This is an optimization exercise on Yosys and OpenROAD, whose aim is small area, a short achievable clock period and few clock cycles per item, not a production implementation.
Function was checked by simulation only, so behaviour that the tests miss may differ from the original.

--- design/flow/design.v ---
`default_nettype	none
module	slowmpy(i_clk, i_reset, i_stb, i_a, i_b, i_aux, o_busy,
		o_done, o_p, o_aux);
	parameter			LGNA = 6;
	parameter	[LGNA:0]	NA = 33;
	parameter	[0:0]		OPT_SIGNED = 1'b1;
	localparam	NB = NA;	 
	input	wire	i_clk, i_reset;
	input	wire	i_stb;
	input	wire	signed	[(NA-1):0]	i_a;
	input	wire	signed	[(NB-1):0]	i_b;
	input	wire				i_aux;
	output	reg				o_busy, o_done;
	output	reg	signed	[(NA+NB-1):0]	o_p;
	output	reg				o_aux;
	reg	[LGNA-1:0]	count;
	reg	[NA-1:0]	p_a;
	reg	[NB-1:0]	p_b;
	reg	[NA+NB-1:0]	partial;
	reg			aux;
	reg	almost_done;
	wire	pre_done;
	assign	pre_done = (count == 0);
	always @(posedge i_clk)
		almost_done <= (!i_reset)&&(o_busy)&&(pre_done);
	always @(posedge i_clk)
	if (i_reset)
	begin
		aux    <= 0;
		o_done <= 0;
		o_busy <= 0;
	end else if ((!o_busy)&&(i_stb))
	begin
		o_done <= 0;
		o_busy <= 1;
		aux    <= i_aux;
	end else if ((o_busy)&&(almost_done))
	begin
		o_done <= 1;
		o_busy <= 0;
	end else
		o_done <= 0;
	wire	[NA-1:0]	pwire;
	assign	pwire = (p_b[0] ? p_a : 0);
	always @(posedge i_clk)
	if (!o_busy)
	begin
		count <= NA[LGNA-1:0]-1;
		partial <= 0;
		p_a <= i_a;
		p_b <= i_b;
	end else begin
		p_b <= (p_b >> 1);
		partial[NB-2:0] <= partial[NB-1:1];
		if ((OPT_SIGNED)&&(pre_done))
			partial[NA+NB-1:NB-1] <= { 1'b0, partial[NA+NB-1:NB]} +
				{ 1'b0, pwire[NA-1], ~pwire[NA-2:0] };
		else if (OPT_SIGNED)
			partial[NA+NB-1:NB-1] <= {1'b0,partial[NA+NB-1:NB]} +
				{ 1'b0, !pwire[NA-1], pwire[NA-2:0] };
		else
			partial[NA+NB-1:NB-1] <= {1'b0, partial[NA+NB-1:NB]}
				+ ((p_b[0]) ? {1'b0,p_a} : 0);
		count <= count - 1;
	end
	always @(posedge i_clk)
	if (almost_done)
	begin
		if (OPT_SIGNED)
			o_p   <= partial[NA+NB-1:0]
				+ {1'b1,{(NA-2){1'b0}},1'b1, {(NB){1'b0}}};
		else
			o_p   <= partial[NA+NB-1:0];
		o_aux <= aux;
	end
endmodule
`default_nettype	none
module	mpyop(i_clk, i_reset, i_start, i_op, i_a, i_b, i_areg, o_busy, o_last,
		o_x, o_y, o_cin);
	localparam	ND = 6, NS = 3;
	localparam	NB = 12;	 
	localparam	R  = 8;	 
	localparam	SW = 45;	 
	input	wire		i_clk, i_reset, i_start;
	input	wire	[1:0]	i_op;	 
	input	wire	[31:0]	i_a, i_b;
	input	wire	[31:0]	i_areg;	 
	output	wire		o_busy;	 
	output	wire		o_last;	 
	output	wire	[31:0]	o_x, o_y;	 
	output	wire		o_cin;		 
	genvar	i;
	reg	[NS-1:0]	stage;
	reg			r_asgn;	 
	wire	[32:0]		r_a = { r_asgn, i_areg };
	reg	[32:0]		acc_s, acc_c;	 
	reg			lc;	 
	reg	[31:0]		bsh;	 
	reg			r_sgn, r_hi;
	reg	[ND-1:0]	d_one, d_two, d_neg;	 
	always @(posedge i_clk)
	if (i_reset)
		stage <= 0;
	else
		stage <= { stage[NS-2:0], i_start };
	assign	o_busy = |stage;
	assign	o_last = stage[NS-1];
	wire	nlast = stage[NS-2];	 
	wire	ext = r_sgn & bsh[R+NB-1];	 
	wire	[NB:0]	nchunk;
	generate for(i=0; i<NB; i=i+1)
	begin : NCHUNK
		if (i < R)
			assign nchunk[i+1] = (o_busy) ? bsh[NB+i] : i_b[i];
		else
			assign nchunk[i+1] = (o_busy)
					? ((nlast) ? ext : bsh[NB+i]) : i_b[i];
	end endgenerate
	assign	nchunk[0] = (o_busy) ? bsh[NB-1] : 1'b0;
	generate for(i=0; i<ND; i=i+1)
	begin : ENC
		wire	bm = nchunk[2*i];
		wire	b0 = nchunk[2*i+1];
		wire	b1 = nchunk[2*i+2];
		always @(posedge i_clk)
		begin
			d_one[i] <= b0 ^ bm;
			d_two[i] <= (b1 & !b0 & !bm) | (!b1 & b0 & bm);
			d_neg[i] <= b1;
		end
	end endgenerate
	wire	[33:0]	a_x1 = { r_a[32], r_a };
	wire	[33:0]	a_x2 = { r_a, 1'b0 };
	wire	[33:0]	pp0 = ({(34){d_one[0]}} & a_x1) | ({(34){d_two[0]}} & a_x2);
	wire	[33:0]	rw0 = pp0 ^ {(34){d_neg[0]}};
	wire	[33:0]	rx0 = { !rw0[33], rw0[32:0] };
	wire	[33:0]	pp1 = ({(34){d_one[1]}} & a_x1) | ({(34){d_two[1]}} & a_x2);
	wire	[33:0]	rw1 = pp1 ^ {(34){d_neg[1]}};
	wire	[33:0]	rx1 = { !rw1[33], rw1[32:0] };
	wire	[33:0]	pp2 = ({(34){d_one[2]}} & a_x1) | ({(34){d_two[2]}} & a_x2);
	wire	[33:0]	rw2 = pp2 ^ {(34){d_neg[2]}};
	wire	[33:0]	rx2 = { !rw2[33], rw2[32:0] };
	wire	[33:0]	pp3 = ({(34){d_one[3]}} & a_x1) | ({(34){d_two[3]}} & a_x2);
	wire	[33:0]	rw3 = pp3 ^ {(34){d_neg[3]}};
	wire	[33:0]	rx3 = { !rw3[33], rw3[32:0] };
	wire	[33:0]	pp4 = ({(34){d_one[4]}} & a_x1) | ({(34){d_two[4]}} & a_x2);
	wire	[33:0]	rw4 = pp4 ^ {(34){d_neg[4]}};
	wire	[33:0]	rx4 = { !rw4[33], rw4[32:0] };
	wire	[33:0]	pp5 = ({(34){d_one[5]}} & a_x1) | ({(34){d_two[5]}} & a_x2);
	wire	[33:0]	rw5 = pp5 ^ {(34){d_neg[5]}};
	wire	[33:0]	rx5 = { !rw5[33], rw5[32:0] };
	wire	first = stage[0];
	wire	[32:0]	s_in = (first) ? { 1'b1, 32'h0 } : acc_s;
	wire	[32:0]	c_in = (first) ? 33'h0 : acc_c;
	wire		lc_in = !first & lc;
	wire t1 = c_in[6] ^ d_neg[3];
	wire t2 = c_in[6] & d_neg[3];
	wire t3 = c_in[7] ^ s_in[7];
	wire t4 = c_in[7] & s_in[7];
	wire t5 = c_in[8] ^ d_neg[4] ^ s_in[8];
	wire t6 = (c_in[8] & d_neg[4]) | (c_in[8] & s_in[8]) | (d_neg[4] & s_in[8]);
	wire t7 = rx0[8] ^ rx1[6];
	wire t8 = rx0[8] & rx1[6];
	wire t9 = c_in[9] ^ s_in[9] ^ rx0[9];
	wire t10 = (c_in[9] & s_in[9]) | (c_in[9] & rx0[9]) | (s_in[9] & rx0[9]);
	wire t11 = rx1[7] ^ rx2[5];
	wire t12 = rx1[7] & rx2[5];
	wire t13 = c_in[10] ^ d_neg[5] ^ s_in[10];
	wire t14 = (c_in[10] & d_neg[5]) | (c_in[10] & s_in[10]) | (d_neg[5] & s_in[10]);
	wire t15 = rx0[10] ^ rx1[8] ^ rx2[6];
	wire t16 = (rx0[10] & rx1[8]) | (rx0[10] & rx2[6]) | (rx1[8] & rx2[6]);
	wire t17 = rx3[4] ^ rx4[2];
	wire t18 = rx3[4] & rx4[2];
	wire t19 = c_in[11] ^ s_in[11] ^ rx0[11];
	wire t20 = (c_in[11] & s_in[11]) | (c_in[11] & rx0[11]) | (s_in[11] & rx0[11]);
	wire t21 = rx1[9] ^ rx2[7] ^ rx3[5];
	wire t22 = (rx1[9] & rx2[7]) | (rx1[9] & rx3[5]) | (rx2[7] & rx3[5]);
	wire t23 = rx4[3] ^ rx5[1];
	wire t24 = rx4[3] & rx5[1];
	wire t25 = c_in[12] ^ s_in[12] ^ rx0[12];
	wire t26 = (c_in[12] & s_in[12]) | (c_in[12] & rx0[12]) | (s_in[12] & rx0[12]);
	wire t27 = rx1[10] ^ rx2[8] ^ rx3[6];
	wire t28 = (rx1[10] & rx2[8]) | (rx1[10] & rx3[6]) | (rx2[8] & rx3[6]);
	wire t29 = rx4[4] ^ rx5[2];
	wire t30 = rx4[4] & rx5[2];
	wire t31 = c_in[13] ^ s_in[13] ^ rx0[13];
	wire t32 = (c_in[13] & s_in[13]) | (c_in[13] & rx0[13]) | (s_in[13] & rx0[13]);
	wire t33 = rx1[11] ^ rx2[9] ^ rx3[7];
	wire t34 = (rx1[11] & rx2[9]) | (rx1[11] & rx3[7]) | (rx2[9] & rx3[7]);
	wire t35 = rx4[5] ^ rx5[3];
	wire t36 = rx4[5] & rx5[3];
	wire t37 = c_in[14] ^ s_in[14] ^ rx0[14];
	wire t38 = (c_in[14] & s_in[14]) | (c_in[14] & rx0[14]) | (s_in[14] & rx0[14]);
	wire t39 = rx1[12] ^ rx2[10] ^ rx3[8];
	wire t40 = (rx1[12] & rx2[10]) | (rx1[12] & rx3[8]) | (rx2[10] & rx3[8]);
	wire t41 = rx4[6] ^ rx5[4];
	wire t42 = rx4[6] & rx5[4];
	wire t43 = c_in[15] ^ s_in[15] ^ rx0[15];
	wire t44 = (c_in[15] & s_in[15]) | (c_in[15] & rx0[15]) | (s_in[15] & rx0[15]);
	wire t45 = rx1[13] ^ rx2[11] ^ rx3[9];
	wire t46 = (rx1[13] & rx2[11]) | (rx1[13] & rx3[9]) | (rx2[11] & rx3[9]);
	wire t47 = rx4[7] ^ rx5[5];
	wire t48 = rx4[7] & rx5[5];
	wire t49 = c_in[16] ^ s_in[16] ^ rx0[16];
	wire t50 = (c_in[16] & s_in[16]) | (c_in[16] & rx0[16]) | (s_in[16] & rx0[16]);
	wire t51 = rx1[14] ^ rx2[12] ^ rx3[10];
	wire t52 = (rx1[14] & rx2[12]) | (rx1[14] & rx3[10]) | (rx2[12] & rx3[10]);
	wire t53 = rx4[8] ^ rx5[6];
	wire t54 = rx4[8] & rx5[6];
	wire t55 = c_in[17] ^ s_in[17] ^ rx0[17];
	wire t56 = (c_in[17] & s_in[17]) | (c_in[17] & rx0[17]) | (s_in[17] & rx0[17]);
	wire t57 = rx1[15] ^ rx2[13] ^ rx3[11];
	wire t58 = (rx1[15] & rx2[13]) | (rx1[15] & rx3[11]) | (rx2[13] & rx3[11]);
	wire t59 = rx4[9] ^ rx5[7];
	wire t60 = rx4[9] & rx5[7];
	wire t61 = c_in[18] ^ s_in[18] ^ rx0[18];
	wire t62 = (c_in[18] & s_in[18]) | (c_in[18] & rx0[18]) | (s_in[18] & rx0[18]);
	wire t63 = rx1[16] ^ rx2[14] ^ rx3[12];
	wire t64 = (rx1[16] & rx2[14]) | (rx1[16] & rx3[12]) | (rx2[14] & rx3[12]);
	wire t65 = rx4[10] ^ rx5[8];
	wire t66 = rx4[10] & rx5[8];
	wire t67 = c_in[19] ^ s_in[19] ^ rx0[19];
	wire t68 = (c_in[19] & s_in[19]) | (c_in[19] & rx0[19]) | (s_in[19] & rx0[19]);
	wire t69 = rx1[17] ^ rx2[15] ^ rx3[13];
	wire t70 = (rx1[17] & rx2[15]) | (rx1[17] & rx3[13]) | (rx2[15] & rx3[13]);
	wire t71 = rx4[11] ^ rx5[9];
	wire t72 = rx4[11] & rx5[9];
	wire t73 = c_in[20] ^ s_in[20] ^ rx0[20];
	wire t74 = (c_in[20] & s_in[20]) | (c_in[20] & rx0[20]) | (s_in[20] & rx0[20]);
	wire t75 = rx1[18] ^ rx2[16] ^ rx3[14];
	wire t76 = (rx1[18] & rx2[16]) | (rx1[18] & rx3[14]) | (rx2[16] & rx3[14]);
	wire t77 = rx4[12] ^ rx5[10];
	wire t78 = rx4[12] & rx5[10];
	wire t79 = c_in[21] ^ s_in[21] ^ rx0[21];
	wire t80 = (c_in[21] & s_in[21]) | (c_in[21] & rx0[21]) | (s_in[21] & rx0[21]);
	wire t81 = rx1[19] ^ rx2[17] ^ rx3[15];
	wire t82 = (rx1[19] & rx2[17]) | (rx1[19] & rx3[15]) | (rx2[17] & rx3[15]);
	wire t83 = rx4[13] ^ rx5[11];
	wire t84 = rx4[13] & rx5[11];
	wire t85 = c_in[22] ^ s_in[22] ^ rx0[22];
	wire t86 = (c_in[22] & s_in[22]) | (c_in[22] & rx0[22]) | (s_in[22] & rx0[22]);
	wire t87 = rx1[20] ^ rx2[18] ^ rx3[16];
	wire t88 = (rx1[20] & rx2[18]) | (rx1[20] & rx3[16]) | (rx2[18] & rx3[16]);
	wire t89 = rx4[14] ^ rx5[12];
	wire t90 = rx4[14] & rx5[12];
	wire t91 = c_in[23] ^ s_in[23] ^ rx0[23];
	wire t92 = (c_in[23] & s_in[23]) | (c_in[23] & rx0[23]) | (s_in[23] & rx0[23]);
	wire t93 = rx1[21] ^ rx2[19] ^ rx3[17];
	wire t94 = (rx1[21] & rx2[19]) | (rx1[21] & rx3[17]) | (rx2[19] & rx3[17]);
	wire t95 = rx4[15] ^ rx5[13];
	wire t96 = rx4[15] & rx5[13];
	wire t97 = c_in[24] ^ s_in[24] ^ rx0[24];
	wire t98 = (c_in[24] & s_in[24]) | (c_in[24] & rx0[24]) | (s_in[24] & rx0[24]);
	wire t99 = rx1[22] ^ rx2[20] ^ rx3[18];
	wire t100 = (rx1[22] & rx2[20]) | (rx1[22] & rx3[18]) | (rx2[20] & rx3[18]);
	wire t101 = rx4[16] ^ rx5[14];
	wire t102 = rx4[16] & rx5[14];
	wire t103 = c_in[25] ^ s_in[25] ^ rx0[25];
	wire t104 = (c_in[25] & s_in[25]) | (c_in[25] & rx0[25]) | (s_in[25] & rx0[25]);
	wire t105 = rx1[23] ^ rx2[21] ^ rx3[19];
	wire t106 = (rx1[23] & rx2[21]) | (rx1[23] & rx3[19]) | (rx2[21] & rx3[19]);
	wire t107 = rx4[17] ^ rx5[15];
	wire t108 = rx4[17] & rx5[15];
	wire t109 = c_in[26] ^ s_in[26] ^ rx0[26];
	wire t110 = (c_in[26] & s_in[26]) | (c_in[26] & rx0[26]) | (s_in[26] & rx0[26]);
	wire t111 = rx1[24] ^ rx2[22] ^ rx3[20];
	wire t112 = (rx1[24] & rx2[22]) | (rx1[24] & rx3[20]) | (rx2[22] & rx3[20]);
	wire t113 = rx4[18] ^ rx5[16];
	wire t114 = rx4[18] & rx5[16];
	wire t115 = c_in[27] ^ s_in[27] ^ rx0[27];
	wire t116 = (c_in[27] & s_in[27]) | (c_in[27] & rx0[27]) | (s_in[27] & rx0[27]);
	wire t117 = rx1[25] ^ rx2[23] ^ rx3[21];
	wire t118 = (rx1[25] & rx2[23]) | (rx1[25] & rx3[21]) | (rx2[23] & rx3[21]);
	wire t119 = rx4[19] ^ rx5[17];
	wire t120 = rx4[19] & rx5[17];
	wire t121 = c_in[28] ^ s_in[28] ^ rx0[28];
	wire t122 = (c_in[28] & s_in[28]) | (c_in[28] & rx0[28]) | (s_in[28] & rx0[28]);
	wire t123 = rx1[26] ^ rx2[24] ^ rx3[22];
	wire t124 = (rx1[26] & rx2[24]) | (rx1[26] & rx3[22]) | (rx2[24] & rx3[22]);
	wire t125 = rx4[20] ^ rx5[18];
	wire t126 = rx4[20] & rx5[18];
	wire t127 = c_in[29] ^ s_in[29] ^ rx0[29];
	wire t128 = (c_in[29] & s_in[29]) | (c_in[29] & rx0[29]) | (s_in[29] & rx0[29]);
	wire t129 = rx1[27] ^ rx2[25] ^ rx3[23];
	wire t130 = (rx1[27] & rx2[25]) | (rx1[27] & rx3[23]) | (rx2[25] & rx3[23]);
	wire t131 = rx4[21] ^ rx5[19];
	wire t132 = rx4[21] & rx5[19];
	wire t133 = c_in[30] ^ s_in[30] ^ rx0[30];
	wire t134 = (c_in[30] & s_in[30]) | (c_in[30] & rx0[30]) | (s_in[30] & rx0[30]);
	wire t135 = rx1[28] ^ rx2[26] ^ rx3[24];
	wire t136 = (rx1[28] & rx2[26]) | (rx1[28] & rx3[24]) | (rx2[26] & rx3[24]);
	wire t137 = rx4[22] ^ rx5[20];
	wire t138 = rx4[22] & rx5[20];
	wire t139 = c_in[31] ^ s_in[31] ^ rx0[31];
	wire t140 = (c_in[31] & s_in[31]) | (c_in[31] & rx0[31]) | (s_in[31] & rx0[31]);
	wire t141 = rx1[29] ^ rx2[27] ^ rx3[25];
	wire t142 = (rx1[29] & rx2[27]) | (rx1[29] & rx3[25]) | (rx2[27] & rx3[25]);
	wire t143 = rx4[23] ^ rx5[21];
	wire t144 = rx4[23] & rx5[21];
	wire t145 = !(c_in[32] ^ s_in[32]);
	wire t146 = c_in[32] | s_in[32];
	wire t147 = rx0[32] ^ rx1[30] ^ rx2[28];
	wire t148 = (rx0[32] & rx1[30]) | (rx0[32] & rx2[28]) | (rx1[30] & rx2[28]);
	wire t149 = rx3[26] ^ rx4[24] ^ rx5[22];
	wire t150 = (rx3[26] & rx4[24]) | (rx3[26] & rx5[22]) | (rx4[24] & rx5[22]);
	wire t151 = rx0[33] ^ rx1[31] ^ rx2[29];
	wire t152 = (rx0[33] & rx1[31]) | (rx0[33] & rx2[29]) | (rx1[31] & rx2[29]);
	wire t153 = rx3[27] ^ rx4[25];
	wire t154 = rx3[27] & rx4[25];
	wire t155 = !(rx1[32] ^ rx2[30]);
	wire t156 = rx1[32] | rx2[30];
	wire t157 = c_in[0] ^ d_neg[0];
	wire t158 = c_in[0] & d_neg[0];
	wire t159 = c_in[2] ^ d_neg[1];
	wire t160 = c_in[2] & d_neg[1];
	wire t161 = c_in[3] ^ s_in[3];
	wire t162 = c_in[3] & s_in[3];
	wire t163 = c_in[4] ^ d_neg[2] ^ s_in[4];
	wire t164 = (c_in[4] & d_neg[2]) | (c_in[4] & s_in[4]) | (d_neg[2] & s_in[4]);
	wire t165 = rx0[4] ^ rx1[2];
	wire t166 = rx0[4] & rx1[2];
	wire t167 = c_in[5] ^ s_in[5] ^ rx0[5];
	wire t168 = (c_in[5] & s_in[5]) | (c_in[5] & rx0[5]) | (s_in[5] & rx0[5]);
	wire t169 = rx1[3] ^ rx2[1];
	wire t170 = rx1[3] & rx2[1];
	wire t171 = s_in[6] ^ t1 ^ rx0[6];
	wire t172 = (s_in[6] & t1) | (s_in[6] & rx0[6]) | (t1 & rx0[6]);
	wire t173 = rx1[4] ^ rx2[2] ^ rx3[0];
	wire t174 = (rx1[4] & rx2[2]) | (rx1[4] & rx3[0]) | (rx2[2] & rx3[0]);
	wire t175 = t2 ^ t3 ^ rx0[7];
	wire t176 = (t2 & t3) | (t2 & rx0[7]) | (t3 & rx0[7]);
	wire t177 = rx1[5] ^ rx2[3] ^ rx3[1];
	wire t178 = (rx1[5] & rx2[3]) | (rx1[5] & rx3[1]) | (rx2[3] & rx3[1]);
	wire t179 = t4 ^ rx2[4] ^ rx3[2];
	wire t180 = (t4 & rx2[4]) | (t4 & rx3[2]) | (rx2[4] & rx3[2]);
	wire t181 = rx4[0] ^ t5 ^ t7;
	wire t182 = (rx4[0] & t5) | (rx4[0] & t7) | (t5 & t7);
	wire t183 = rx3[3] ^ rx4[1] ^ t6;
	wire t184 = (rx3[3] & rx4[1]) | (rx3[3] & t6) | (rx4[1] & t6);
	wire t185 = t8 ^ t11 ^ t9;
	wire t186 = (t8 & t11) | (t8 & t9) | (t11 & t9);
	wire t187 = rx5[0] ^ t13 ^ t12;
	wire t188 = (rx5[0] & t13) | (rx5[0] & t12) | (t13 & t12);
	wire t189 = t17 ^ t10 ^ t15;
	wire t190 = (t17 & t10) | (t17 & t15) | (t10 & t15);
	wire t191 = t14 ^ t18 ^ t23;
	wire t192 = (t14 & t18) | (t14 & t23) | (t18 & t23);
	wire t193 = t16 ^ t19 ^ t21;
	wire t194 = (t16 & t19) | (t16 & t21) | (t19 & t21);
	wire t195 = t24 ^ t29 ^ t20;
	wire t196 = (t24 & t29) | (t24 & t20) | (t29 & t20);
	wire t197 = t22 ^ t25 ^ t27;
	wire t198 = (t22 & t25) | (t22 & t27) | (t25 & t27);
	wire t199 = t30 ^ t35 ^ t26;
	wire t200 = (t30 & t35) | (t30 & t26) | (t35 & t26);
	wire t201 = t28 ^ t31 ^ t33;
	wire t202 = (t28 & t31) | (t28 & t33) | (t31 & t33);
	wire t203 = t36 ^ t41 ^ t32;
	wire t204 = (t36 & t41) | (t36 & t32) | (t41 & t32);
	wire t205 = t34 ^ t37 ^ t39;
	wire t206 = (t34 & t37) | (t34 & t39) | (t37 & t39);
	wire t207 = t42 ^ t47 ^ t38;
	wire t208 = (t42 & t47) | (t42 & t38) | (t47 & t38);
	wire t209 = t40 ^ t43 ^ t45;
	wire t210 = (t40 & t43) | (t40 & t45) | (t43 & t45);
	wire t211 = t48 ^ t53 ^ t44;
	wire t212 = (t48 & t53) | (t48 & t44) | (t53 & t44);
	wire t213 = t46 ^ t49 ^ t51;
	wire t214 = (t46 & t49) | (t46 & t51) | (t49 & t51);
	wire t215 = t54 ^ t59 ^ t50;
	wire t216 = (t54 & t59) | (t54 & t50) | (t59 & t50);
	wire t217 = t52 ^ t55 ^ t57;
	wire t218 = (t52 & t55) | (t52 & t57) | (t55 & t57);
	wire t219 = t60 ^ t65 ^ t56;
	wire t220 = (t60 & t65) | (t60 & t56) | (t65 & t56);
	wire t221 = t58 ^ t61 ^ t63;
	wire t222 = (t58 & t61) | (t58 & t63) | (t61 & t63);
	wire t223 = t66 ^ t71 ^ t62;
	wire t224 = (t66 & t71) | (t66 & t62) | (t71 & t62);
	wire t225 = t64 ^ t67 ^ t69;
	wire t226 = (t64 & t67) | (t64 & t69) | (t67 & t69);
	wire t227 = t72 ^ t77 ^ t68;
	wire t228 = (t72 & t77) | (t72 & t68) | (t77 & t68);
	wire t229 = t70 ^ t73 ^ t75;
	wire t230 = (t70 & t73) | (t70 & t75) | (t73 & t75);
	wire t231 = t78 ^ t83 ^ t74;
	wire t232 = (t78 & t83) | (t78 & t74) | (t83 & t74);
	wire t233 = t76 ^ t79 ^ t81;
	wire t234 = (t76 & t79) | (t76 & t81) | (t79 & t81);
	wire t235 = t84 ^ t89 ^ t80;
	wire t236 = (t84 & t89) | (t84 & t80) | (t89 & t80);
	wire t237 = t82 ^ t85 ^ t87;
	wire t238 = (t82 & t85) | (t82 & t87) | (t85 & t87);
	wire t239 = t90 ^ t95 ^ t86;
	wire t240 = (t90 & t95) | (t90 & t86) | (t95 & t86);
	wire t241 = t88 ^ t91 ^ t93;
	wire t242 = (t88 & t91) | (t88 & t93) | (t91 & t93);
	wire t243 = t96 ^ t101 ^ t92;
	wire t244 = (t96 & t101) | (t96 & t92) | (t101 & t92);
	wire t245 = t94 ^ t97 ^ t99;
	wire t246 = (t94 & t97) | (t94 & t99) | (t97 & t99);
	wire t247 = t102 ^ t107 ^ t100;
	wire t248 = (t102 & t107) | (t102 & t100) | (t107 & t100);
	wire t249 = t98 ^ t103 ^ t105;
	wire t250 = (t98 & t103) | (t98 & t105) | (t103 & t105);
	wire t251 = t108 ^ t113 ^ t104;
	wire t252 = (t108 & t113) | (t108 & t104) | (t113 & t104);
	wire t253 = t106 ^ t109 ^ t111;
	wire t254 = (t106 & t109) | (t106 & t111) | (t109 & t111);
	wire t255 = t114 ^ t119 ^ t110;
	wire t256 = (t114 & t119) | (t114 & t110) | (t119 & t110);
	wire t257 = t112 ^ t115 ^ t117;
	wire t258 = (t112 & t115) | (t112 & t117) | (t115 & t117);
	wire t259 = t120 ^ t125 ^ t116;
	wire t260 = (t120 & t125) | (t120 & t116) | (t125 & t116);
	wire t261 = t118 ^ t121 ^ t123;
	wire t262 = (t118 & t121) | (t118 & t123) | (t121 & t123);
	wire t263 = t126 ^ t131 ^ t122;
	wire t264 = (t126 & t131) | (t126 & t122) | (t131 & t122);
	wire t265 = t124 ^ t127 ^ t129;
	wire t266 = (t124 & t127) | (t124 & t129) | (t127 & t129);
	wire t267 = t132 ^ t137 ^ t128;
	wire t268 = (t132 & t137) | (t132 & t128) | (t137 & t128);
	wire t269 = t130 ^ t133 ^ t135;
	wire t270 = (t130 & t133) | (t130 & t135) | (t133 & t135);
	wire t271 = t138 ^ t143 ^ t134;
	wire t272 = (t138 & t143) | (t138 & t134) | (t143 & t134);
	wire t273 = t136 ^ t139 ^ t141;
	wire t274 = (t136 & t139) | (t136 & t141) | (t139 & t141);
	wire t275 = t145 ^ t144 ^ t140;
	wire t276 = (t145 & t144) | (t145 & t140) | (t144 & t140);
	wire t277 = t142 ^ t147 ^ t149;
	wire t278 = (t142 & t147) | (t142 & t149) | (t147 & t149);
	wire t279 = t146 ^ rx5[23] ^ t153;
	wire t280 = (t146 & rx5[23]) | (t146 & t153) | (rx5[23] & t153);
	wire t281 = t148 ^ t150 ^ t151;
	wire t282 = (t148 & t150) | (t148 & t151) | (t150 & t151);
	wire t283 = rx3[28] ^ rx4[26] ^ rx5[24];
	wire t284 = (rx3[28] & rx4[26]) | (rx3[28] & rx5[24]) | (rx4[26] & rx5[24]);
	wire t285 = t154 ^ t155 ^ t152;
	wire t286 = (t154 & t155) | (t154 & t152) | (t155 & t152);
	wire t287 = rx1[33] ^ rx2[31] ^ rx3[29];
	wire t288 = (rx1[33] & rx2[31]) | (rx1[33] & rx3[29]) | (rx2[31] & rx3[29]);
	wire t289 = rx4[27] ^ rx5[25] ^ t156;
	wire t290 = (rx4[27] & rx5[25]) | (rx4[27] & t156) | (rx5[25] & t156);
	wire t291 = !(rx2[32] ^ rx3[30]);
	wire t292 = rx2[32] | rx3[30];
	wire t293 = rx4[28] ^ rx5[26];
	wire t294 = rx4[28] & rx5[26];
	wire t295 = rx2[33] ^ rx3[31] ^ rx4[29];
	wire t296 = (rx2[33] & rx3[31]) | (rx2[33] & rx4[29]) | (rx3[31] & rx4[29]);
	wire t297 = !(rx3[32] ^ rx4[30]);
	wire t298 = rx3[32] | rx4[30];
	wire t299 = lc_in ^ s_in[0];
	wire t300 = lc_in & s_in[0];
	wire t301 = c_in[1] ^ s_in[1] ^ t158;
	wire t302 = (c_in[1] & s_in[1]) | (c_in[1] & t158) | (s_in[1] & t158);
	wire t303 = s_in[2] ^ t159 ^ rx0[2];
	wire t304 = (s_in[2] & t159) | (s_in[2] & rx0[2]) | (t159 & rx0[2]);
	wire t305 = t160 ^ t161 ^ rx0[3];
	wire t306 = (t160 & t161) | (t160 & rx0[3]) | (t161 & rx0[3]);
	wire t307 = t162 ^ rx2[0] ^ t163;
	wire t308 = (t162 & rx2[0]) | (t162 & t163) | (rx2[0] & t163);
	wire t309 = t164 ^ t166 ^ t169;
	wire t310 = (t164 & t166) | (t164 & t169) | (t166 & t169);
	wire t311 = t170 ^ t168 ^ t171;
	wire t312 = (t170 & t168) | (t170 & t171) | (t168 & t171);
	wire t313 = t172 ^ t174 ^ t175;
	wire t314 = (t172 & t174) | (t172 & t175) | (t174 & t175);
	wire t315 = t176 ^ t178 ^ t179;
	wire t316 = (t176 & t178) | (t176 & t179) | (t178 & t179);
	wire t317 = t180 ^ t183 ^ t182;
	wire t318 = (t180 & t183) | (t180 & t182) | (t183 & t182);
	wire t319 = t184 ^ t187 ^ t186;
	wire t320 = (t184 & t187) | (t184 & t186) | (t187 & t186);
	wire t321 = t188 ^ t191 ^ t190;
	wire t322 = (t188 & t191) | (t188 & t190) | (t191 & t190);
	wire t323 = t192 ^ t194 ^ t195;
	wire t324 = (t192 & t194) | (t192 & t195) | (t194 & t195);
	wire t325 = t196 ^ t198 ^ t199;
	wire t326 = (t196 & t198) | (t196 & t199) | (t198 & t199);
	wire t327 = t200 ^ t202 ^ t203;
	wire t328 = (t200 & t202) | (t200 & t203) | (t202 & t203);
	wire t329 = t204 ^ t206 ^ t207;
	wire t330 = (t204 & t206) | (t204 & t207) | (t206 & t207);
	wire t331 = t208 ^ t210 ^ t211;
	wire t332 = (t208 & t210) | (t208 & t211) | (t210 & t211);
	wire t333 = t212 ^ t214 ^ t215;
	wire t334 = (t212 & t214) | (t212 & t215) | (t214 & t215);
	wire t335 = t216 ^ t218 ^ t219;
	wire t336 = (t216 & t218) | (t216 & t219) | (t218 & t219);
	wire t337 = t220 ^ t222 ^ t223;
	wire t338 = (t220 & t222) | (t220 & t223) | (t222 & t223);
	wire t339 = t224 ^ t226 ^ t227;
	wire t340 = (t224 & t226) | (t224 & t227) | (t226 & t227);
	wire t341 = t228 ^ t230 ^ t231;
	wire t342 = (t228 & t230) | (t228 & t231) | (t230 & t231);
	wire t343 = t232 ^ t234 ^ t235;
	wire t344 = (t232 & t234) | (t232 & t235) | (t234 & t235);
	wire t345 = t236 ^ t238 ^ t239;
	wire t346 = (t236 & t238) | (t236 & t239) | (t238 & t239);
	wire t347 = t240 ^ t242 ^ t243;
	wire t348 = (t240 & t242) | (t240 & t243) | (t242 & t243);
	wire t349 = t244 ^ t246 ^ t247;
	wire t350 = (t244 & t246) | (t244 & t247) | (t246 & t247);
	wire t351 = t248 ^ t250 ^ t251;
	wire t352 = (t248 & t250) | (t248 & t251) | (t250 & t251);
	wire t353 = t252 ^ t254 ^ t255;
	wire t354 = (t252 & t254) | (t252 & t255) | (t254 & t255);
	wire t355 = t256 ^ t258 ^ t259;
	wire t356 = (t256 & t258) | (t256 & t259) | (t258 & t259);
	wire t357 = t260 ^ t262 ^ t263;
	wire t358 = (t260 & t262) | (t260 & t263) | (t262 & t263);
	wire t359 = t264 ^ t266 ^ t267;
	wire t360 = (t264 & t266) | (t264 & t267) | (t266 & t267);
	wire t361 = t268 ^ t270 ^ t271;
	wire t362 = (t268 & t270) | (t268 & t271) | (t270 & t271);
	wire t363 = t272 ^ t274 ^ t275;
	wire t364 = (t272 & t274) | (t272 & t275) | (t274 & t275);
	wire t365 = t276 ^ t279 ^ t278;
	wire t366 = (t276 & t279) | (t276 & t278) | (t279 & t278);
	wire t367 = t283 ^ t280 ^ t282;
	wire t368 = (t283 & t280) | (t283 & t282) | (t280 & t282);
	wire t369 = t284 ^ t287 ^ t289;
	wire t370 = (t284 & t287) | (t284 & t289) | (t287 & t289);
	wire t371 = t291 ^ t293 ^ t288;
	wire t372 = (t291 & t293) | (t291 & t288) | (t293 & t288);
	wire t373 = rx5[27] ^ t292 ^ t294;
	wire t374 = (rx5[27] & t292) | (rx5[27] & t294) | (t292 & t294);
	wire t375 = rx5[28] ^ t297;
	wire t376 = rx5[28] & t297;
	wire t377 = rx3[33] ^ rx4[31] ^ rx5[29];
	wire t378 = (rx3[33] & rx4[31]) | (rx3[33] & rx5[29]) | (rx4[31] & rx5[29]);
	wire t379 = !(rx4[32] ^ rx5[30]);
	wire t380 = rx4[32] | rx5[30];
	wire t381 = t157 ^ t299;
	wire t382 = t157 & t299;
	wire t383 = t300 ^ rx0[1] ^ t301;
	wire t384 = (t300 & rx0[1]) | (t300 & t301) | (rx0[1] & t301);
	wire t385 = rx1[0] ^ t302 ^ t303;
	wire t386 = (rx1[0] & t302) | (rx1[0] & t303) | (t302 & t303);
	wire t387 = rx1[1] ^ t304 ^ t305;
	wire t388 = (rx1[1] & t304) | (rx1[1] & t305) | (t304 & t305);
	wire t389 = t165 ^ t306 ^ t307;
	wire t390 = (t165 & t306) | (t165 & t307) | (t306 & t307);
	wire t391 = t167 ^ t308 ^ t309;
	wire t392 = (t167 & t308) | (t167 & t309) | (t308 & t309);
	wire t393 = t173 ^ t310 ^ t311;
	wire t394 = (t173 & t310) | (t173 & t311) | (t310 & t311);
	wire t395 = t177 ^ t312 ^ t313;
	wire t396 = (t177 & t312) | (t177 & t313) | (t312 & t313);
	wire t397 = t181 ^ t314 ^ t315;
	wire t398 = (t181 & t314) | (t181 & t315) | (t314 & t315);
	wire t399 = t316 ^ t185 ^ t317;
	wire t400 = (t316 & t185) | (t316 & t317) | (t185 & t317);
	wire t401 = t189 ^ t318 ^ t319;
	wire t402 = (t189 & t318) | (t189 & t319) | (t318 & t319);
	wire t403 = t193 ^ t320 ^ t321;
	wire t404 = (t193 & t320) | (t193 & t321) | (t320 & t321);
	wire t405 = t197 ^ t322 ^ t323;
	wire t406 = (t197 & t322) | (t197 & t323) | (t322 & t323);
	wire t407 = t201 ^ t324 ^ t325;
	wire t408 = (t201 & t324) | (t201 & t325) | (t324 & t325);
	wire t409 = t205 ^ t326 ^ t327;
	wire t410 = (t205 & t326) | (t205 & t327) | (t326 & t327);
	wire t411 = t209 ^ t328 ^ t329;
	wire t412 = (t209 & t328) | (t209 & t329) | (t328 & t329);
	wire t413 = t213 ^ t330 ^ t331;
	wire t414 = (t213 & t330) | (t213 & t331) | (t330 & t331);
	wire t415 = t217 ^ t332 ^ t333;
	wire t416 = (t217 & t332) | (t217 & t333) | (t332 & t333);
	wire t417 = t221 ^ t334 ^ t335;
	wire t418 = (t221 & t334) | (t221 & t335) | (t334 & t335);
	wire t419 = t225 ^ t336 ^ t337;
	wire t420 = (t225 & t336) | (t225 & t337) | (t336 & t337);
	wire t421 = t229 ^ t338 ^ t339;
	wire t422 = (t229 & t338) | (t229 & t339) | (t338 & t339);
	wire t423 = t233 ^ t340 ^ t341;
	wire t424 = (t233 & t340) | (t233 & t341) | (t340 & t341);
	wire t425 = t237 ^ t342 ^ t343;
	wire t426 = (t237 & t342) | (t237 & t343) | (t342 & t343);
	wire t427 = t241 ^ t344 ^ t345;
	wire t428 = (t241 & t344) | (t241 & t345) | (t344 & t345);
	wire t429 = t245 ^ t346 ^ t347;
	wire t430 = (t245 & t346) | (t245 & t347) | (t346 & t347);
	wire t431 = t249 ^ t348 ^ t349;
	wire t432 = (t249 & t348) | (t249 & t349) | (t348 & t349);
	wire t433 = t253 ^ t350 ^ t351;
	wire t434 = (t253 & t350) | (t253 & t351) | (t350 & t351);
	wire t435 = t257 ^ t352 ^ t353;
	wire t436 = (t257 & t352) | (t257 & t353) | (t352 & t353);
	wire t437 = t261 ^ t354 ^ t355;
	wire t438 = (t261 & t354) | (t261 & t355) | (t354 & t355);
	wire t439 = t265 ^ t356 ^ t357;
	wire t440 = (t265 & t356) | (t265 & t357) | (t356 & t357);
	wire t441 = t269 ^ t358 ^ t359;
	wire t442 = (t269 & t358) | (t269 & t359) | (t358 & t359);
	wire t443 = t273 ^ t360 ^ t361;
	wire t444 = (t273 & t360) | (t273 & t361) | (t360 & t361);
	wire t445 = t277 ^ t362 ^ t363;
	wire t446 = (t277 & t362) | (t277 & t363) | (t362 & t363);
	wire t447 = t281 ^ t364 ^ t365;
	wire t448 = (t281 & t364) | (t281 & t365) | (t364 & t365);
	wire t449 = t285 ^ t366 ^ t367;
	wire t450 = (t285 & t366) | (t285 & t367) | (t366 & t367);
	wire t451 = t286 ^ t369 ^ t368;
	wire t452 = (t286 & t369) | (t286 & t368) | (t369 & t368);
	wire t453 = t290 ^ t371 ^ t370;
	wire t454 = (t290 & t371) | (t290 & t370) | (t371 & t370);
	wire t455 = t295 ^ t373 ^ t372;
	wire t456 = (t295 & t373) | (t295 & t372) | (t373 & t372);
	wire t457 = t296 ^ t374 ^ t375;
	wire t458 = (t296 & t374) | (t296 & t375) | (t374 & t375);
	wire t459 = t298 ^ t376 ^ t377;
	wire t460 = (t298 & t376) | (t298 & t377) | (t376 & t377);
	wire t461 = t379 ^ t378;
	wire t462 = t379 & t378;
	wire t463 = rx4[33] ^ rx5[31] ^ t380;
	wire t464 = (rx4[33] & rx5[31]) | (rx4[33] & t380) | (rx5[31] & t380);
	wire t465 = !rx5[32];
	wire	[SW-1:0]	tx = { 1'b0, rx5[32], t465, t462, t461, t458, t457, t455, t453, t450, t448, t446, t444, t442, t440, t438, t436, t434, t432, t430, t428, t426, t424, t422, t420, t418, t416, t414, t412, t410, t408, t406, t404, t402, t400, t398, t396, t394, t392, t390, t388, t386, t384, t382, rx0[0] };
	wire	[SW-1:0]	ty = { 1'b0, rx5[33], t464, t463, t460, t459, t456, t454, t452, t451, t449, t447, t445, t443, t441, t439, t437, t435, t433, t431, t429, t427, t425, t423, t421, t419, t417, t415, t413, t411, t409, t407, t405, t403, t401, t399, t397, t395, t393, t391, t389, t387, t385, t383, t381 };
	wire	[R:0]	lowa = { 1'b0, tx[R-1:0] } + { 1'b0, ty[R-1:0] };
	wire	[NB:0]	lows = { 1'b0, tx[NB-1:0] } + { 1'b0, ty[NB-1:0] };
	always @(posedge i_clk)
	begin
		acc_s <= tx[SW-1:NB];
		acc_c <= ty[SW-1:NB];
		lc    <= lows[NB];
	end
	always @(posedge i_clk)
	if (!o_busy)
	begin
		r_asgn <= i_op[0] & i_a[31];
		bsh   <= i_b;
		r_sgn <= i_op[0];
		r_hi  <= i_op[1];
	end else
		bsh   <= { lows[NB-1:0], bsh[31:NB] };
	assign	o_x = (r_hi) ? tx[R+31:R] : { lowa[R-1:0], bsh[31:R] };
	assign	o_y = (r_hi) ? ty[R+31:R] : 32'h0;
	assign	o_cin = r_hi & lowa[R];
endmodule
`default_nettype	none
module	cpuops(i_clk,i_reset, i_stb, i_op, i_a, i_b, o_c, o_f, o_valid,
			o_busy);
	input	wire	i_clk, i_reset, i_stb;
	input	wire	[3:0]	i_op;
	input	wire	[31:0]	i_a, i_b;
	output	wire	[31:0]	o_c;
	output	wire	[3:0]	o_f;
	output	reg		o_valid;
	output	wire		o_busy;
	reg	[31:0]	r_x, r_y;
	reg		r_cin;
	reg		r_add, r_sub, r_csh, pre_sign, set_ovfl, keep_sgn_on_ovfl;
	wire	this_is_a_multiply_op;
	assign	this_is_a_multiply_op = (i_stb)&&((i_op[3:1]==3'h5)||(i_op[3:0]==4'hc));
	wire		mpybusy, mpylast, mpy_cin;
	wire	[31:0]	mpy_x, mpy_y;
	mpyop	thempy(i_clk, i_reset, this_is_a_multiply_op, i_op[1:0],
		i_a, i_b, r_x, mpybusy, mpylast, mpy_x, mpy_y, mpy_cin);
	wire	[31:0]	next_x, next_y;
	wire		next_cin, next_csh;
	aluop	thealu(mpybusy, mpylast, i_op, i_a, i_b, mpy_x, mpy_y, mpy_cin,
			r_x, next_x, next_y, next_cin, next_csh);
	always @(posedge i_clk)
	begin
		r_x   <= next_x;
		r_y   <= next_y;
		r_cin <= next_cin;
		r_csh <= next_csh;
		r_add <= !mpybusy && (i_op == 4'h2);
		r_sub <= !mpybusy && (i_op == 4'h0);
		pre_sign <= i_a[31];
		set_ovfl <= !mpybusy && (((i_op==4'h0)&&(i_a[31] != i_b[31]))
			||((i_op==4'h2)&&(i_a[31] == i_b[31]))
			||(i_op == 4'h6)
			||(i_op == 4'h5));
		keep_sgn_on_ovfl <= !mpybusy &&
			(((i_op==4'h0)&&(i_a[31] != i_b[31]))
			||((i_op==4'h2)&&(i_a[31] == i_b[31])));
	end
	wire	[33:0]	osum = { 1'b0, r_x, r_cin } + { 1'b0, r_y, r_cin };
	assign	o_c = osum[32:1];
	wire	carry = osum[33];
	wire	[31:0]	zk = { r_x[30:0] | r_y[30:0], r_cin };
	wire	z = &((r_x ^ r_y) ~^ zk);
	assign	o_busy = mpybusy;
	wire	n = (o_c[31]);
	wire	v = (set_ovfl)&&(pre_sign != o_c[31]);
	wire	vx = (keep_sgn_on_ovfl)&&(pre_sign != o_c[31]);
	wire	c = (r_add & carry) | (r_sub & !carry) | r_csh;
	assign	o_f = { v, n^vx, c, z };
	always @(posedge i_clk)
	if (i_reset)
		o_valid <= 1'b0;
	else
		o_valid <=((i_stb)&&(!this_is_a_multiply_op))||(mpylast);
endmodule
module	aluop(i_busy, i_last, i_op, i_a, i_b, i_mx, i_my, i_mcin, i_hold,
		o_x, o_y, o_cin, o_csh);
	input	wire		i_busy, i_last;
	input	wire	[3:0]	i_op;
	input	wire	[31:0]	i_a, i_b;
	input	wire	[31:0]	i_mx, i_my;
	input	wire		i_mcin;
	input	wire	[31:0]	i_hold;
	output	wire	[31:0]	o_x, o_y;
	output	wire		o_cin, o_csh;
	genvar	k;
	wire	[31:0]	a_rev, b_rev;
	generate for(k=0; k<32; k=k+1)
	begin : REV
		assign	a_rev[k] = i_a[31-k];
		assign	b_rev[k] = i_b[31-k];
	end endgenerate
	wire		lsl  = i_op[1] & !i_op[0];
	wire		fill = i_op[1] & i_op[0] & i_a[31];
	wire		kill = |i_b[31:6];
	wire	[32:0]	sh_in = { (lsl) ? a_rev : i_a, 1'b0 };
	wire	signed	[33:0]	sh_x = { fill, sh_in };
	wire	[33:0]	sh_y = sh_x >>> i_b[5:0];
	wire	[32:0]	sh_r = (kill) ? {(33){fill}} : sh_y[32:0];
	wire	[31:0]	sh_rev;
	generate for(k=0; k<32; k=k+1)
	begin : SREV
		assign	sh_rev[k] = sh_r[32-k];
	end endgenerate
	wire	alu = !i_busy;
	wire	op_arith = alu && (i_op[3:2] == 2'b00) && !i_op[0];  
	wire	sub      = !i_op[1];
	wire	op_rsh   = alu && (i_op[3:2] == 2'b01) && i_op[0];   
	wire	op_lsl   = alu && (i_op == 4'h6);
	reg	t3, t2h, t1h, t2l, t1l, lg;
	always @(*)
	begin
		{ lg, t3, t2h, t1h, t2l, t1l } = 6'b0;
		case(i_op)
		4'h0, 4'h2:
		      { lg, t3, t2h, t1h, t2l, t1l } = 6'b11_10_10;
		4'h1: { lg, t3, t2h, t1h, t2l, t1l } = 6'b11_00_00;
		4'h3: { lg, t3, t2h, t1h, t2l, t1l } = 6'b11_11_11;
		4'h4: { lg, t3, t2h, t1h, t2l, t1l } = 6'b10_11_11;
		4'h9: { lg, t3, t2h, t1h, t2l, t1l } = 6'b11_10_01;
		4'ha, 4'hb, 4'hc:
		      { lg, t3, t2h, t1h, t2l, t1l } = 6'b11_10_10;
		4'hd, 4'he, 4'hf:
		      { lg, t3, t2h, t1h, t2l, t1l } = 6'b11_01_01;
		default: { lg, t3, t2h, t1h, t2l, t1l } = 6'b0;
		endcase
	end
	wire	op_brev = alu && (i_op == 4'h8);
	wire	op_logic = alu && lg;
	wire	[31:0]	t2 = { {(16){t2h}}, {(16){t2l}} };
	wire	[31:0]	t1 = { {(16){t1h}}, {(16){t1l}} };
	wire	[31:0]	logic_r = ({(32){t3}} & i_a & i_b) | (t2 & i_a & ~i_b)
			| (t1 & ~i_a & i_b);
	assign	o_x = ({(32){op_rsh}} & sh_r[32:1])
			| ({(32){op_lsl}} & sh_rev)
			| ({(32){op_logic}} & logic_r)
			| ({(32){op_brev}} & b_rev)
			| ({(32){i_last}} & i_mx)
			| ({(32){i_busy && !i_last}} & i_hold);
	assign	o_y = ({(32){op_arith}} & (i_b ^ {(32){sub}}))
			| ({(32){i_last}} & i_my);
	assign	o_cin = (op_arith & sub) | (i_last & i_mcin);
	assign	o_csh = (op_rsh | op_lsl) & sh_r[0];
endmodule
--- design/flow/flow/run.sh ---
#!/bin/bash
# The standard layout, with the port buffers made of plain buffers
# (sky130_fd_sc_hd__buf_2) instead of the delay cell buffer_ports picks,
# timing repair free to resize them, and aiming at a setup slack of 5.25 ns. The make log goes to standard_flow.log.
set -euo pipefail
bash standard.sh MATCH_CELL_FOOTPRINT=0 SETUP_SLACK_MARGIN=5.25 "BUFFER_PORTS_ARGS=-buffer_cell sky130_fd_sc_hd__buf_2" finish > standard_flow.log 2>&1
--- design/flow/standard.sh ---
#!/bin/bash
# synth_recipe.tcl (not shown) runs the flow's synth.tcl, then flattens the netlist and writes it again
# the make line also repeats each setting of config.mk as NAME=value (left out here)
make -C /OpenROAD-flow-scripts/flow DESIGN_CONFIG=/design/flow/config.mk WORK_HOME=/design/flow/orfs CLKGATE_MAP_FILE= SYNTH_SCRIPT=/design/flow/synth_recipe.tcl "${@:-finish}"
--- design/flow/config.mk ---
export PLATFORM = sky130hd
export DESIGN_NAME = cpuops
export DESIGN_NICKNAME = cpuops
export VERILOG_FILES = /design/flow/design.v
export SDC_FILE = /design/flow/constraint.sdc
export NUM_CORES = 4
export LEC_CHECK = 0
export ABC_AREA = 1
export CAP_MARGIN = 20
export CORE_MARGIN = 2
export CORE_UTILIZATION = 45
export SLEW_MARGIN = 20
--- design/flow/constraint.sdc ---
create_clock -name core_clock -period 10.0 [get_ports {i_clk}]
set_input_delay 2.0000 -clock core_clock [delete_from_list [all_inputs] [get_ports {i_clk}]]
set_output_delay 2.0000 -clock core_clock [all_outputs]
set_load 0.01 [all_outputs]
==> results of run 1 <==
==> placed cells by master (no fill, tap or decap), types with 107 or more instances in the layout <==
| cell type | instances |
|---|---|
| inv_1 | 445 |
| xor2_1 | 236 |
| fa_1 | 190 |
| nor2_1 | 124 |
| nand2_1 | 492 |
| nand3_1 | 324 |
| buf_2 | 107 |
| a21oi_1 | 109 |
| dfxtp_1 | 149 |
| o22ai_1 | 208 |
==> state kept, by name, indices dropped and copies added, names as in the netlist, 2 cells and up <==
| signal | count |
|---|---|
| thempy.d_one | 6 |
| thempy.acc_c | 32 |
| thempy.bsh | 28 |
| thempy.d_neg | 2 |
| thempy.d_two | 6 |
| r_y | 32 |
| r_x | 32 |
| thempy.acc_s | 32 |
| thempy.stage | 3 |
==> critical path: stages (launching register included) <==
cell	delay (ns)
dfxtp_4	0.41
clkinvlp_4	0.23
fa_2	0.47
o21ai_4	0.20
nand2_1	0.09
nand2_2	0.09
nand2_2	0.07
nand2_4	0.09
nand2_2	0.05
nand2_2	0.08
inv_2	0.04
o21ai_2	0.13
xor2_1	0.21
buf_2	0.17
==> layout make-up <==
cell class,instances,area (um2)
antenna,3,7.51
clock buffer,17,425
clock inverter,15,198
fill,4892,23700
inverter,499,2020
multi-input combinational,2202,16300
sequential,185,3810
tap,622,778
timing repair buffer,202,1320
timing repair inverter,2,15.0
==> timing repair <==
action | 4_1_cts | 5_1_grt
gates cloned | 2 | 1
endpoints found under the setup margin | 66 | 33
pin swaps | 17 | 23
gates resized for setup | 143 | 102
setup buffers | 50 | 17
==> kinds of logic (layout without fill, tap and decap cells) <==
group                      count (synthesis)  after routing  share of synthesized area
AOI/OAI and AO/OA                        577            577                      0.160
DFF                                      185            185                      0.169
adders and majority gates                308            308                      0.240
xor gates and xnor gates                 249            249                     0.0988
buffers and inverters                    693            735                      0.122
other                                      0              3                          0
and+or+nand+nor                         1068           1068                      0.210
==> routing by layer <==
metal	global-route usage	routed length, um
met5	0	90
met1	0.557	42100
met4	0.198	5980
met3	0.104	11900
met2	0.598	42900
==> how the worst min path moves through the flow <==
stage	startpoint	end	depth (start not counted)	slack [ns]
floorplan	thempy.bsh[26]	thempy.bsh[14]	2	0.43
global placement	thempy.bsh[27]	thempy.bsh[15]	2	0.49
detailed placement	thempy.bsh[27]	thempy.bsh[15]	2	0.49
CTS	thempy.bsh[12]	thempy.d_one[0]	1	0.50
global route	thempy.bsh[27]	thempy.bsh[15]	2	0.54
finish	thempy.bsh[31]	thempy.bsh[19]	2	0.50
==> impl_results.md, run 1 <==
* Status: finished clean
* First-pass GRT wire length at roughly 150 mm
* Min Tclk post-route at 4.83 ns
* Final setup viols at 0
* Initial Util at 0.454
* Reg-to-Reg End: r_x[18]
* Critical Path Sink: o_c[27]
* Skew-Pair Late Insertion Delay at 0.50 ns
* Post-route ant nets at 0
* Post-synth top cells: nand2_1, inv_1, nand3_1, xor2_1, o22ai_1
* Final setup TNS at 0 ns
* Post-Syn Area at around 22000 um2
* Critical path class: reg -> out
* Startpoint Class: flip-flop
* Timing-limited maximum frequency at a little over 0.2 GHz
* RSZ-0062 raised after global routing: true
* CTS tree: done
* Number of detailed-route iterations in the first pass at 6
* Final non-filler cell total at between 3000 and 4000
* Die Height at between 200 and 250 um
* Area grow syn2layout at 12.8%
* GP Congestion at 1.06
* Max Cap Viol at 0
* Number of synthesized flops with an enable pin at 3
* Slack of the critical path at around 5.2 ns
* CTS Buf Count at 17
* Syn_nets at roughly 3500
* CORE AREA at about 49000 um2
* I/O pin total at around 110
* Critical Path RT at 8.00 ns
* H-tree levels at 4
* CP endpoint kind: primary output
* All-Layer GR Usage at 0.408
* Via density per instance at 6.20
* Row cnt at 81
* Final core utilization at 0.512
* Worst r2r src: thempy.bsh[3]
* Yosys cell types at 50
* Avg WL per Cell at 27.5 um
* Detailed placement HPWL at 79.1 mm
* Largest area contributor in the netlist: fa_1
* Tightest Pin Transition at between 1 and 1.5 ns
* Hold/Removal Path Class: reg -> reg
* Mean Syn Cell Area at 7.17 um2
* Area contributors post-synth: fa_1, dfxtp_1, xor2_1, nand2_1, inv_1
* Initial antenna violation count at 8
* Top cell type's share of synthesized area at 0.174
* Vias in the first global route at around 22000
* FFs w/ async S/R, synth at 0
* Final Hold Viols at 0
* Residual DRC at 0
* Reg2reg setup slack at approximately 5.3 ns
* Slew Limit Headroom at 0.245
* Fin area at about 25000 um2
* Layout Nets at 3488
* Post-synthesis sequential area ratio at 0.169
* Critical path origin: r_x[0]
* Clk root buf: clkbuf_16
* Routed via count at 23200
* Remaining Overflow, GRT at 0
* CP arrival at about 2.8 ns
* Largest net degree at the start of global routing at between 50 and 60
* Bufs on Longest Clock Path at 2
* Hold Buf Count CTS at 0
* Crit Path Max Fanout at 3
* Fin crit share at 0.483
* Max Slew Vio Count at 0
* Post-Synthesis Cells at around 3100
* Initial drt markers at 3428
* Clk slew on worst S/H paths at ~0.080 ns
* Setup Skew at about 0.015 ns
* Number of synthesized register bits at between 150 and 200
* Worst reg2reg path depth at 13
* Top FF cell, synth: dfxtp_1
* Layout cells sized above 1 at 0.141
* Place WS at 4.54 ns
* Sink Count at 185
* Count leader, synth: nand2_1
* Placed instance count at ~3600
* Width of the die at approximately 230 um
* DP Area at 22800 um2
* Die area at about 51000 um2
* Min Hold Slack at ~0.50 ns
* I/O Buffers at roughly 110
* Final WL at approximately 100 mm
* Synth warnings at 3
Testbench counts, summed over its fixed seeds: cycles 28,765, items 16,384.
==> run 2, diff against run 1 <==
--- a/design/flow/config.mk
+++ b/design/flow/config.mk
@@ -8,5 +8,5 @@
 export ABC_AREA = 1
 export CAP_MARGIN = 20
 export CORE_MARGIN = 2
-export CORE_UTILIZATION = 45
+export CORE_UTILIZATION = 40
 export SLEW_MARGIN = 20
==> impl_results.md, run 2 <==
* Top cell type's share of synthesized area at 0.174
* CORE AREA at 54900 um2
* Area contributors post-synth: fa_1, dfxtp_1, xor2_1, nand2_1, inv_1
* Layout Nets at between 3000 and 4000
* Clk root buf: clkbuf_16
* Area grow syn2layout at 12.7%
* Min Tclk post-route at roughly 4.8 ns
* Initial drt markers at roughly 3200
* Largest area contributor in the netlist: fa_1
* Count leader, synth: nand2_1
* Post-synth top cells: nand2_1, inv_1, nand3_1, xor2_1, o22ai_1
* First-pass GRT wire length at 150 mm
* Top FF cell, synth: dfxtp_1
* Hold/Removal Path Class: reg -> reg
* Remaining Overflow, GRT at 0
* Die area at around 57000 um2
* Vias in the first global route at 22500
* Layout cells sized above 1 at 0.137
* Final setup TNS at 0 ns
* Status: finished clean
* Post-synthesis sequential area ratio at 0.169
* Tightest Pin Transition at between 1 and 1.5 ns
* Final non-filler cell total at 3823
* Via density per instance at 6.06
* Post-route ant nets at 0
* Critical path class: reg -> out
* CP arrival at approximately 2.8 ns
* Avg WL per Cell at about 27 um
* H-tree levels at 4
* Critical Path Sink: o_c[27]
* Critical path origin: r_x[0]
* Initial antenna violation count at 2
* Final core utilization at 0.453
* Crit Path Max Fanout at 3
* Number of synthesized flops with an enable pin at 3
* Max Cap Viol at 0
* Number of synthesized register bits at around 190
* Post-Syn Area at approximately 22000 um2
* Setup Skew at 0.0110 ns
* Worst reg2reg path depth at 13
* Critical Path RT at 8.00 ns
* Die Height at roughly 240 um
* Final setup viols at 0
* Timing-limited maximum frequency at ~0.21 GHz
* Number of detailed-route iterations in the first pass at 6
* Initial Util at 0.402
* Most frequent cells in the layout: nand2_1, inv_1, nand3_1
* Final Hold Viols at 0
* CTS Buf Count at 17
* Startpoint Class: flip-flop
* Reg2reg setup slack at roughly 5.3 ns
* Syn_nets at around 3500
* Clk slew on worst S/H paths at 0.08 ns
* Reg-to-Reg End: r_x[20]
* Final WL at 102 mm
* Detailed placement HPWL at between 70 and 80 mm
* Routed via count at 23200
* Mean Syn Cell Area at between 7 and 8 um2
* Skew-Pair Late Insertion Delay at ~0.5 ns
* Post-Synthesis Cells at a little over 3000
* Fin crit share at 0.478
* Max Slew Vio Count at 0
* Most common cell after layout, fill and taps aside: nand2_1
* Yosys cell types at 50
* CTS tree: done
* Residual DRC at 0
* GP Congestion at 1.05
* Slew Limit Headroom at 0.318
* Row cnt at 86
* Placed instance count at between 3000 and 4000
* I/O pin total at between 100 and 150
* I/O Buffers at 108
* Width of the die at between 200 and 250 um
* Sink Count at roughly 190
* Largest net degree at the start of global routing at 54
* Synth warnings at 3
* Worst r2r src: thempy.bsh[3]
* Bufs on Longest Clock Path at 2
* FFs w/ async S/R, synth at 0
* RSZ-0062 raised after global routing: true
* All-Layer GR Usage at 0.360
* CP endpoint kind: primary output
run 2: final cells by class:
cell class                      instances  area, um2
Antenna cell                            3       7.51
Tap cell                              704        881
Fill cell                            5612      30000
Timing Repair inverter                  1       7.51
Clock buffer                           17        425
Clock inverter                         15        158
Inverter                              499       2000
Multi-Input combinational cell       2202      16400
Sequential cell                       185       3790
Timing Repair Buffer                  197       1250
run 2: worst min-delay path by stage:
stage,start,endpoint,slack (ns),cells after the start
floorplan,thempy.bsh[26],thempy.bsh[14],0.43,2
global placement,thempy.bsh[31],thempy.bsh[19],0.47,2
detailed placement,thempy.bsh[31],thempy.bsh[19],0.48,2
CTS,thempy.bsh[31],thempy.bsh[19],0.50,2
global route,thempy.bsh[31],thempy.bsh[19],0.52,2
finish,thempy.bsh[31],thempy.bsh[19],0.49,2
run 2: metal layers:
layer	vias up	share of wire	GRT usage
met1	11200	0.39	0.474
met3	299	0.11	0.0893
met4	0	0.057	0.180
li1	10200	-	-
met2	1555	0.44	0.548
met5	-	0	0
run 2: cell families (layout without fill, tap and decap cells):
| group | Yosys count | count (layout) | synth area share |
|---|---|---|---|
| xor+xnor | 249 | 249 | 0.0988 |
| other cells | 0 | 3 | 0 |
| flops | 185 | 185 | 0.169 |
| compound gates | 577 | 577 | 0.160 |
| buf+inv | 693 | 729 | 0.122 |
| simple gates | 1068 | 1068 | 0.210 |
| fa+ha+maj | 308 | 308 | 0.240 |
run 2: critical path: stages (launching register included):
cell,delay [ns]
dfxtp_4,0.41
clkinvlp_4,0.10
buf_6,0.15
fa_2,0.40
o21ai_2,0.16
nand2_1,0.08
nand2_2,0.09
nand2_2,0.07
nand2_4,0.08
nand2_2,0.06
nand2_2,0.08
inv_2,0.04
o21ai_2,0.17
xor2_2,0.20
buf_2,0.17
run 2: per-stage QoR:
| step | setup slack, ns | cell area, um2 | hold WS, ns |
|---|---|---|---|
| floorplan | 5.72 | 22100 | 0.428 |
| global placement | 4.78 | 22900 | 0.470 |
| detailed placement | 4.82 | 22900 | 0.477 |
| CTS | 5.17 | 24400 | 0.496 |
| global route | 5.13 | 24900 | 0.520 |
| finish | 5.22 | 24900 | 0.493 |
run 2: timing repair:
action                     4_1_cts  5_1_grt
hold buffers                     0        0
pin swaps                       13       30
buffers inserted                39       19
gates cloned                     1        0
setup endpoints to repair       49       29
resized for setup              164       78

## afterwards: timing with drivers on the ports
Ports are ideal in the flow. The routed layouts listed here were re-timed in OpenROAD.
Step 1: set_driving_cell puts a clkbuf_16 on i_clk and a buf_2 on each other input, an assumption about the parent block.
Step 2 moves the port delays by t, midway between the first and last clock arrival at a register: inputs arrive t later, outputs are due t later. That takes back most of the time a late clock gives input paths.
a / b / c = no drivers / after step 1 / after step 2; a / b = the first two.
run	shift t [ns]	slack for setup (ns)	worst slew at a driven data input, ns	pins driven straight from the clock port
run 1	0.548	5.166 / 5.110 / 4.984	0.04	1
run 2	0.544	5.222 / 5.169 / 5.074	0.04	1
After both steps setup and hold are still met in every run listed. For run 1, which loses most, drivers alone change the setup slack by -0.056 ns; drivers and shift together by -0.182 ns.
